This design comes from an exercise in tuning for small area and a short achievable clock period on the open sky130 flow, not from production work. Where RTL was checked, it was by simulation tests only, not by an equivalence proof against the original. The flow treats the clock pin as an ideal source. Dropping or thinning the clock tree relies on that and would not hold on a real chip. Power and IR drop assume default switching activity.

==> module fp_adder_stage2, before the edit <==
module fp_adder_stage2
	(
		input  wire [23:0] sig_a,
		input  wire [23:0] sig_b_sh,
		input  wire        sign_a,
		input  wire        sub,
		output wire [24:0] mag,
		output wire        sign
	);
	wire [23:0] b = sig_b_sh ^ {24{sub}};
	wire [23:0] g0 = sig_a & b;
	wire [23:0] p0 = sig_a ^ b;
	wire [24*6-1:0] g;
	wire [24*6-1:0] p;
	assign g[23:0] = g0;
	assign p[23:0] = p0;
	genvar k, i;
	generate
		for (k = 0; k < 5; k = k + 1) begin : lvl
			for (i = 0; i < 24; i = i + 1) begin : bt
				if ((i >> k) & 1) begin : node
					localparam integer J = ((i >> k) << k) - 1;
					assign g[24*(k+1)+i] = g[24*k+i] | (p[24*k+i] & g[24*k+J]);
					assign p[24*(k+1)+i] = p[24*k+i] & p[24*k+J];
				end else begin : pass
					assign g[24*(k+1)+i] = g[24*k+i];
					assign p[24*(k+1)+i] = p[24*k+i];
				end
			end
		end
	endgenerate
	wire [23:0] G = g[24*5 +: 24];
	wire [23:0] P = p[24*5 +: 24];
	wire cout  = G[23];
	wire force_ = sub & ~|sig_b_sh & sig_a[23];
	wire cin   = sub & cout & ~force_;
	wire [23:0] c = {G[22:0], 1'b0} | ({P[22:0], 1'b1} & {24{cin}});
	wire [23:0] s = p0 ^ c;
	wire inv = sub & ~cin;
	assign mag  = {~sub & cout, s ^ {24{inv}}};
	assign sign = sign_a ^ (sub & ~cout);
endmodule
clock: 16.0 ns
lec_check: 0
cap_margin: 20
core_margin: 2
core_utilization: 65
slew_margin: 20
standard.sh (not shown) runs the stock make flow with config.mk's settings and CLKGATE_MAP_FILE= SYNTH_SCRIPT=/design/flow/synth_recipe.tcl, a recipe that flattens the netlist after the stock synthesis.
==> flow/flow/run.sh <==
#!/bin/bash
# Own layout flow: the standard synthesis (standard.sh synth, unchanged),
# then ORFS's standard layout steps, except that the clock tree is built by
# flow/cts.tcl (a balanced two-level tree: the clock port drives 4 buffers,
# each drives 2 leaf buffers, each leaf drives 1/8 of the flip-flops), and
# with
#  - timing repair aimed below the 16 ns clock (setup margin in margin.txt),
#  - resizing free to change cell footprints (drive strengths),
#  - plain buf_1 buffers (not delay cells) on all the ports.
# Each step's full output goes to a log file in this folder.
set -uo pipefail
HERE=$(pwd)
MARGIN=$(cat flow/margin.txt 2>/dev/null || echo 11.9)
VARS=(SETUP_SLACK_MARGIN=$MARGIN MATCH_CELL_FOOTPRINT=0
      "BUFFER_PORTS_ARGS=-buffer_cell sky130_fd_sc_hd__buf_1")
bash standard.sh synth > synth.log 2>&1 || { tail -50 synth.log; exit 1; }
bash standard.sh "${VARS[@]}" place > place.log 2>&1 || { tail -50 place.log; exit 1; }
export RESULTS_DIR=$HERE/orfs/results/sky130hd/FP_Adder/base
export PLATFORM_DIR=$FLOW_HOME/platforms/sky130hd
export LIB_FILE=$PLATFORM_DIR/lib/sky130_fd_sc_hd__tt_025C_1v80.lib
export MARGIN CTS_LEAVES=8
openroad -no_init -exit flow/cts.tcl > cts.log 2>&1 || { tail -50 cts.log; exit 1; }
cp $RESULTS_DIR/4_1_cts.odb $RESULTS_DIR/4_cts.odb
touch $RESULTS_DIR/4_cts.sdc
bash standard.sh "${VARS[@]}" finish > layout.log 2>&1 || { tail -50 layout.log; exit 1; }
tail -5 layout.log
Other scripts of this flow, unchanged in this note and not shown: flow/flow/cts.tcl, flow/flow/margin.txt
Next try:
--- a/flow/design.v
+++ b/flow/design.v
@@ -78,15 +78,16 @@
 		end
 	endgenerate
 	wire [23:0] G = g[24*5 +: 24];
 	wire [23:0] P = p[24*5 +: 24];
-	wire cout  = G[23];
+	wire cout   = G[23];
 	wire force_ = sub & ~|sig_b_sh & sig_a[23];
-	wire cin   = sub & cout & ~force_;
-	wire [23:0] c = {G[22:0], 1'b0} | ({P[22:0], 1'b1} & {24{cin}});
-	wire [23:0] s = p0 ^ c;
-	wire inv = sub & ~cin;
-	assign mag  = {~sub & cout, s ^ {24{inv}}};
+	wire cin    = sub & cout & ~force_;
+	wire [23:0] c0 = {G[22:0], 1'b0};
+	wire [23:0] c1 = {G[22:0] | P[22:0], 1'b1};
+	wire [23:0] cx = cin ? c1 : (c0 ^ {24{sub}});
+	wire [23:0] mg = p0 ^ cx;
+	assign mag  = {~sub & cout, mg};
 	assign sign = sign_a ^ (sub & ~cout);
 endmodule
 `timescale 1ns / 1ps
 module fp_adder_stage3
Sequential power went down by a few percent.
Routed wire length is higher by about a fifth.
Worst setup slack is worse by 0.037 ns.
Die area goes up by a little under a tenth.
Critical path depth went up by 10.
Area after synthesis is higher by a little under a tenth.
Hold slack improves by 0.026 ns.
Only the layout flow was run in the second run of this note; the RTL was not checked for function there. No run of this note takes its clock network from TritonCTS; it comes from the design's own scripts or RTL.

========
== old ==
The RTL this note starts from:
==> flow/design.v <==
`timescale 1ns / 1ps
module gen_register( clk, rst, data_in, data_out, write_en  );
	parameter WORD_SIZE = 32 ;
	input wire clk, rst, write_en;
	input wire [WORD_SIZE-1:0] data_in;
	output reg [WORD_SIZE-1:0] data_out;
always @ (posedge rst or posedge clk ) begin
	if ( rst ) begin
		data_out <= { WORD_SIZE {1'b0} };
	end else begin
		if(write_en)
			data_out <= data_in;
	end
end
endmodule
`timescale 1ns / 1ps
module fp_adder_stage1
	(
		input  wire [31:0] n1,
		input  wire [31:0] n2,
		output wire [7:0]  exp_a,
		output wire [23:0] sig_a,
		output wire [23:0] sig_b_sh,
		output wire        sign_a,
		output wire        sub
	);
	wire [7:0] e1 = n1[30:23];
	wire [7:0] e2 = n2[30:23];
	wire [23:0] m1 = {|e1, n1[22:0]};
	wire [23:0] m2 = {|e2, n2[22:0]};
	wire [8:0] d12 = {1'b0, e1} - {1'b0, e2};
	wire [7:0] d21 = e2 - e1;
	wire       swap = d12[8];              
	wire [7:0] sh = d12[7] ? d21 : d12[7:0];
	wire       big = sh[7] | sh[6] | sh[5] | (sh[4] & sh[3]);    
	assign exp_a  = swap ? e2 : e1;
	assign sig_a  = swap ? m2 : m1;
	assign sign_a = swap ? n2[31] : n1[31];
	assign sub    = n1[31] ^ n2[31];
	wire [23:0] sig_b = swap ? m1 : m2;
	wire [23:0] s0 = sh[4] ? {16'd0, sig_b[23:16]} : sig_b;
	wire [23:0] s1 = sh[3] ? {8'd0, s0[23:8]} : s0;
	wire [23:0] s2 = sh[2] ? {4'd0, s1[23:4]} : s1;
	wire [23:0] s3 = sh[1] ? {2'd0, s2[23:2]} : s2;
	wire [23:0] s4 = sh[0] ? {1'd0, s3[23:1]} : s3;
	assign sig_b_sh = big ? 24'd0 : s4;
endmodule
`timescale 1ns / 1ps
module fp_adder_stage2
	(
		input  wire [23:0] sig_a,
		input  wire [23:0] sig_b_sh,
		input  wire        sign_a,
		input  wire        sub,
		output wire [24:0] mag,
		output wire        sign
	);
	wire [23:0] b = sig_b_sh ^ {24{sub}};
	wire [23:0] g0 = sig_a & b;
	wire [23:0] p0 = sig_a ^ b;
	wire [24*6-1:0] g;
	wire [24*6-1:0] p;
	assign g[23:0] = g0;
	assign p[23:0] = p0;
	genvar k, i;
	generate
		for (k = 0; k < 5; k = k + 1) begin : lvl
			for (i = 0; i < 24; i = i + 1) begin : bt
				if ((i >> k) & 1) begin : node
					localparam integer J = ((i >> k) << k) - 1;
					assign g[24*(k+1)+i] = g[24*k+i] | (p[24*k+i] & g[24*k+J]);
					assign p[24*(k+1)+i] = p[24*k+i] & p[24*k+J];
				end else begin : pass
					assign g[24*(k+1)+i] = g[24*k+i];
					assign p[24*(k+1)+i] = p[24*k+i];
				end
			end
		end
	endgenerate
	wire [23:0] G = g[24*5 +: 24];
	wire [23:0] P = p[24*5 +: 24];
	wire cout  = G[23];
	wire force_ = sub & ~|sig_b_sh & sig_a[23];
	wire cin   = sub & cout & ~force_;
	wire [23:0] c = {G[22:0], 1'b0} | ({P[22:0], 1'b1} & {24{cin}});
	wire [23:0] s = p0 ^ c;
	wire inv = sub & ~cin;
	assign mag  = {~sub & cout, s ^ {24{inv}}};
	assign sign = sign_a ^ (sub & ~cout);
endmodule
`timescale 1ns / 1ps
module fp_adder_stage3
	(
		input  wire [24:0] mag,
		input  wire        sign,
		input  wire [7:0]  exp_a1,
		input  wire        live,
		output wire [31:0] result
	);
	wire [31:0] x = {mag, 7'd0};
	wire [15:0] v0;
	wire [15:0] c0;
	wire [7:0]  v1;
	wire [15:0] c1;
	wire [3:0]  v2;
	wire [11:0] c2;
	wire [1:0]  v3;
	wire [7:0]  c3;
	genvar j;
	generate
		for (j = 0; j < 16; j = j + 1) begin : l0
			assign v0[j] = x[2*j+1] | x[2*j];
			assign c0[j] = ~x[2*j+1];
		end
		for (j = 0; j < 8; j = j + 1) begin : l1
			assign v1[j] = v0[2*j+1] | v0[2*j];
			assign c1[2*j +: 2] = v0[2*j+1] ? {1'b0, c0[2*j+1]} : {1'b1, c0[2*j]};
		end
		for (j = 0; j < 4; j = j + 1) begin : l2
			assign v2[j] = v1[2*j+1] | v1[2*j];
			assign c2[3*j +: 3] = v1[2*j+1] ? {1'b0, c1[2*(2*j+1) +: 2]} : {1'b1, c1[2*(2*j) +: 2]};
		end
		for (j = 0; j < 2; j = j + 1) begin : l3
			assign v3[j] = v2[2*j+1] | v2[2*j];
			assign c3[4*j +: 4] = v2[2*j+1] ? {1'b0, c2[3*(2*j+1) +: 3]} : {1'b1, c2[3*(2*j) +: 3]};
		end
	endgenerate
	wire       nz = v3[1] | v3[0];
	wire [4:0] lz = v3[1] ? {1'b0, c3[7:4]} : {1'b1, c3[3:0]};
	wire [24:0] n1 = lz[4] ? {mag[8:0], 16'd0} : mag;
	wire [24:0] n2 = lz[3] ? {n1[16:0], 8'd0} : n1;
	wire [24:0] n3 = lz[2] ? {n2[20:0], 4'd0} : n2;
	wire [24:0] n4 = lz[1] ? {n3[22:0], 2'd0} : n3;
	wire [24:0] n5 = lz[0] ? {n4[23:0], 1'd0} : n4;
	wire [7:0] exp_r = exp_a1 - {3'd0, lz};
	wire kill = ~nz | ~live;
	assign result = kill ? 32'd0 : {sign, exp_r, n5[23:1]};
endmodule
`timescale 1ns / 1ps
module FP_Adder
	#(
		parameter FP_SIZE = 32,
		parameter FRAC_SIZE = 23,
		parameter EXP_SIZE = 8
	)
	(
		input clk,
		input rst,
		input enable,
		input[FP_SIZE-1:0]  N1,
		input[FP_SIZE-1:0]  N2,
		input wire valid,
		output reg[FP_SIZE-1:0] result
	);
	reg [31:0] r_n1;
	reg [31:0] r_n2;
	reg        r_valid;
	reg        r_en;
	always @(posedge clk) begin
		r_n1    <= N1;
		r_n2    <= N2;
		r_valid <= valid;
	end
	always @(posedge clk or posedge rst) begin
		if (rst) r_en <= 1'b0;
		else     r_en <= enable;
	end
	wire [7:0]  a_exp_d;
	wire [23:0] a_sig_d;
	wire [23:0] a_bsh_d;
	wire        a_sa_d, a_sub_d;
	fp_adder_stage1 stage_1 (
		.n1(r_n1), .n2(r_n2),
		.exp_a(a_exp_d), .sig_a(a_sig_d), .sig_b_sh(a_bsh_d),
		.sign_a(a_sa_d), .sub(a_sub_d));
	reg [7:0]  a_exp;
	reg [23:0] a_sig;
	reg [23:0] a_bsh;
	reg        a_sa, a_sub;
	reg        a_live;
	always @(posedge clk) begin
		if (r_en) begin
			a_exp <= a_exp_d;
			a_sig <= a_sig_d;
			a_bsh <= a_bsh_d;
			a_sa  <= a_sa_d;
			a_sub  <= a_sub_d;
		end
	end
	always @(posedge clk or posedge rst) begin
		if (rst)       a_live <= 1'b0;
		else if (r_en) a_live <= r_valid;
	end
	wire [24:0] b_mag_d;
	wire        b_sign_d;
	fp_adder_stage2 stage_2 (
		.sig_a(a_sig), .sig_b_sh(a_bsh), .sign_a(a_sa), .sub(a_sub),
		.mag(b_mag_d), .sign(b_sign_d));
	reg [24:0] b_mag;
	reg        b_sign;
	reg [7:0]  b_exp;       
	reg        b_live;
	always @(posedge clk) begin
		if (r_en) begin
			b_mag  <= b_mag_d;
			b_sign <= b_sign_d;
			b_exp  <= a_exp + 8'd1;
		end
	end
	always @(posedge clk or posedge rst) begin
		if (rst)       b_live <= 1'b0;
		else if (r_en) b_live <= a_live;
	end
	wire [31:0] c_result;
	fp_adder_stage3 stage3 (
		.mag(b_mag), .sign(b_sign), .exp_a1(b_exp), .live(b_live),
		.result(c_result));
	always @(posedge clk or posedge rst) begin
		if (rst)       result <= 'd0;
		else if (r_en) result <= c_result;
	end
endmodule
==> flow/config.mk <==
export PLATFORM = sky130hd
export DESIGN_NAME = FP_Adder
export DESIGN_NICKNAME = FP_Adder
export VERILOG_FILES = /design/flow/design.v
export SDC_FILE = /design/flow/constraint.sdc
export NUM_CORES = 4
export LEC_CHECK = 0
export CAP_MARGIN = 20
export CORE_MARGIN = 2
export CORE_UTILIZATION = 65
export CTS_BUF_LIST = sky130_fd_sc_hd__clkbuf_8
export SLEW_MARGIN = 20
==> flow/constraint.sdc <==
create_clock -name core_clock -period 16.0 [get_ports {clk}]
set_input_delay 3.2000 -clock core_clock [delete_from_list [all_inputs] [get_ports {clk}]]
set_output_delay 3.2000 -clock core_clock [all_outputs]
set_load 0.01 [all_outputs]
==> flow/flow/run.sh <==
#!/bin/bash
# Own layout flow: the standard synthesis (standard.sh synth, unchanged),
# then ORFS's standard layout steps with
#  - timing repair aimed below the 16 ns clock (setup margin in margin.txt),
#  - resizing free to change cell footprints (drive strengths),
#  - plain buf_1 buffers (not delay cells) on all the ports.
# Each step's full output goes to a log file in this folder.
set -uo pipefail
MARGIN=$(cat flow/margin.txt 2>/dev/null || echo 11.9)
bash standard.sh synth > synth.log 2>&1 || { tail -50 synth.log; exit 1; }
bash standard.sh SETUP_SLACK_MARGIN=$MARGIN MATCH_CELL_FOOTPRINT=0 \
  "BUFFER_PORTS_ARGS=-buffer_cell sky130_fd_sc_hd__buf_1" finish > layout.log 2>&1 \
  || { tail -50 layout.log; exit 1; }
tail -5 layout.log
==> flow/flow/margin.txt <==
11.8
--- input diff old..new ---
--- a/flow/design.v
+++ b/flow/design.v
@@ -51,10 +51,11 @@
 		input  wire [23:0] sig_a,
 		input  wire [23:0] sig_b_sh,
 		input  wire        sign_a,
 		input  wire        sub,
 		output wire [24:0] mag,
+		output wire        inv,
 		output wire        sign
 	);
 	wire [23:0] b = sig_b_sh ^ {24{sub}};
 	wire [23:0] g0 = sig_a & b;
 	wire [23:0] p0 = sig_a ^ b;
@@ -82,23 +83,25 @@
 	wire cout  = G[23];
 	wire force_ = sub & ~|sig_b_sh & sig_a[23];
 	wire cin   = sub & cout & ~force_;
 	wire [23:0] c = {G[22:0], 1'b0} | ({P[22:0], 1'b1} & {24{cin}});
 	wire [23:0] s = p0 ^ c;
-	wire inv = sub & ~cin;
-	assign mag  = {~sub & cout, s ^ {24{inv}}};
+	assign inv = sub & ~cin;
+	assign mag  = {~sub & cout, s};
 	assign sign = sign_a ^ (sub & ~cout);
 endmodule
 `timescale 1ns / 1ps
 module fp_adder_stage3
 	(
-		input  wire [24:0] mag,
+		input  wire [24:0] mag_x,
+		input  wire        inv,
 		input  wire        sign,
 		input  wire [7:0]  exp_a1,
 		input  wire        live,
 		output wire [31:0] result
 	);
+	wire [24:0] mag = {mag_x[24], mag_x[23:0] ^ {24{inv}}};
 	wire [31:0] x = {mag, 7'd0};
 	wire [15:0] v0;
 	wire [15:0] c0;
 	wire [7:0]  v1;
 	wire [15:0] c1;
@@ -172,18 +175,18 @@
 	fp_adder_stage1 stage_1 (
 		.n1(r_n1), .n2(r_n2),
 		.exp_a(a_exp_d), .sig_a(a_sig_d), .sig_b_sh(a_bsh_d),
 		.sign_a(a_sa_d), .sub(a_sub_d));
 	reg [7:0]  a_exp;
-	reg [23:0] a_sig;
+	reg [22:0] a_sig;       
 	reg [23:0] a_bsh;
 	reg        a_sa, a_sub;
 	reg        a_live;
 	always @(posedge clk) begin
 		if (r_en) begin
 			a_exp <= a_exp_d;
-			a_sig <= a_sig_d;
+			a_sig <= a_sig_d[22:0];
 			a_bsh <= a_bsh_d;
 			a_sa  <= a_sa_d;
 			a_sub  <= a_sub_d;
 		end
 	end
@@ -191,31 +194,34 @@
 		if (rst)       a_live <= 1'b0;
 		else if (r_en) a_live <= r_valid;
 	end
 	wire [24:0] b_mag_d;
 	wire        b_sign_d;
+	wire        b_inv_d;
 	fp_adder_stage2 stage_2 (
-		.sig_a(a_sig), .sig_b_sh(a_bsh), .sign_a(a_sa), .sub(a_sub),
-		.mag(b_mag_d), .sign(b_sign_d));
-	reg [24:0] b_mag;
+		.sig_a({|a_exp, a_sig}), .sig_b_sh(a_bsh), .sign_a(a_sa), .sub(a_sub),
+		.mag(b_mag_d), .inv(b_inv_d), .sign(b_sign_d));
+	reg [24:0] b_mag;       
+	reg        b_inv;
 	reg        b_sign;
 	reg [7:0]  b_exp;       
 	reg        b_live;
 	always @(posedge clk) begin
 		if (r_en) begin
 			b_mag  <= b_mag_d;
+			b_inv  <= b_inv_d;
 			b_sign <= b_sign_d;
 			b_exp  <= a_exp + 8'd1;
 		end
 	end
 	always @(posedge clk or posedge rst) begin
 		if (rst)       b_live <= 1'b0;
 		else if (r_en) b_live <= a_live;
 	end
 	wire [31:0] c_result;
 	fp_adder_stage3 stage3 (
-		.mag(b_mag), .sign(b_sign), .exp_a1(b_exp), .live(b_live),
+		.mag_x(b_mag), .inv(b_inv), .sign(b_sign), .exp_a1(b_exp), .live(b_live),
 		.result(c_result));
 	always @(posedge clk or posedge rst) begin
 		if (rst)       result <= 'd0;
 		else if (r_en) result <= c_result;
 	end
--- outcome ---
- The final worst hold slack of new was inferior to that of old.
- Compared to old, new has number of clock buffer instances in the layout 1 lower.
- new ended up with a higher row count than old did.
- As of new, cell area had risen by a little under 10% compared to old.
- new vs. old: number of well taps +14; layout net count +about 13%; post-place instance area +0.0010 mm2; wire length +15%; die area +9.8%.
- new vs. old: number of multi-input combinational cells has increased; placeable core region rose 12%; worst setup slack decreased by 22 ps relative to the old numbers; maximum number of pins on one net before global-route repair went up 3.
Only the layout flow was run in new; the RTL was not checked for function there.

what the ideal ports hide:
How much do the figures lean on ideal ports? The routed layouts below were timed once more, with nothing changed but the port constraints. Step 1, drivers: a clkbuf_16 drives clk and a buf_2 each remaining input, both assumed. Step 2 also shifts input and output timing later by t, the mid clock arrival at the registers, as if the neighbouring blocks saw the same clock. Slacks: ideal / step 1 / step 2; pairs: ideal / step 1.
| run | t (ns) | setup slack, ns | worst slew at a driven data input, ns |
|---|---|---|---|
| the first run of note 1 | 0.388 | 11.932 / 11.850 / 12.001 | 0.03 |
| the second run of note 1 | 0.386 | 11.895 / 11.852 / 11.895 | 0.03 |
| old | 0.502 | 11.782 / 11.740 / 11.940 | 0.03 |
| new | 0.515 | 11.760 / 11.719 / 11.934 | 0.03 |
After both steps setup and hold are still met in every run listed.
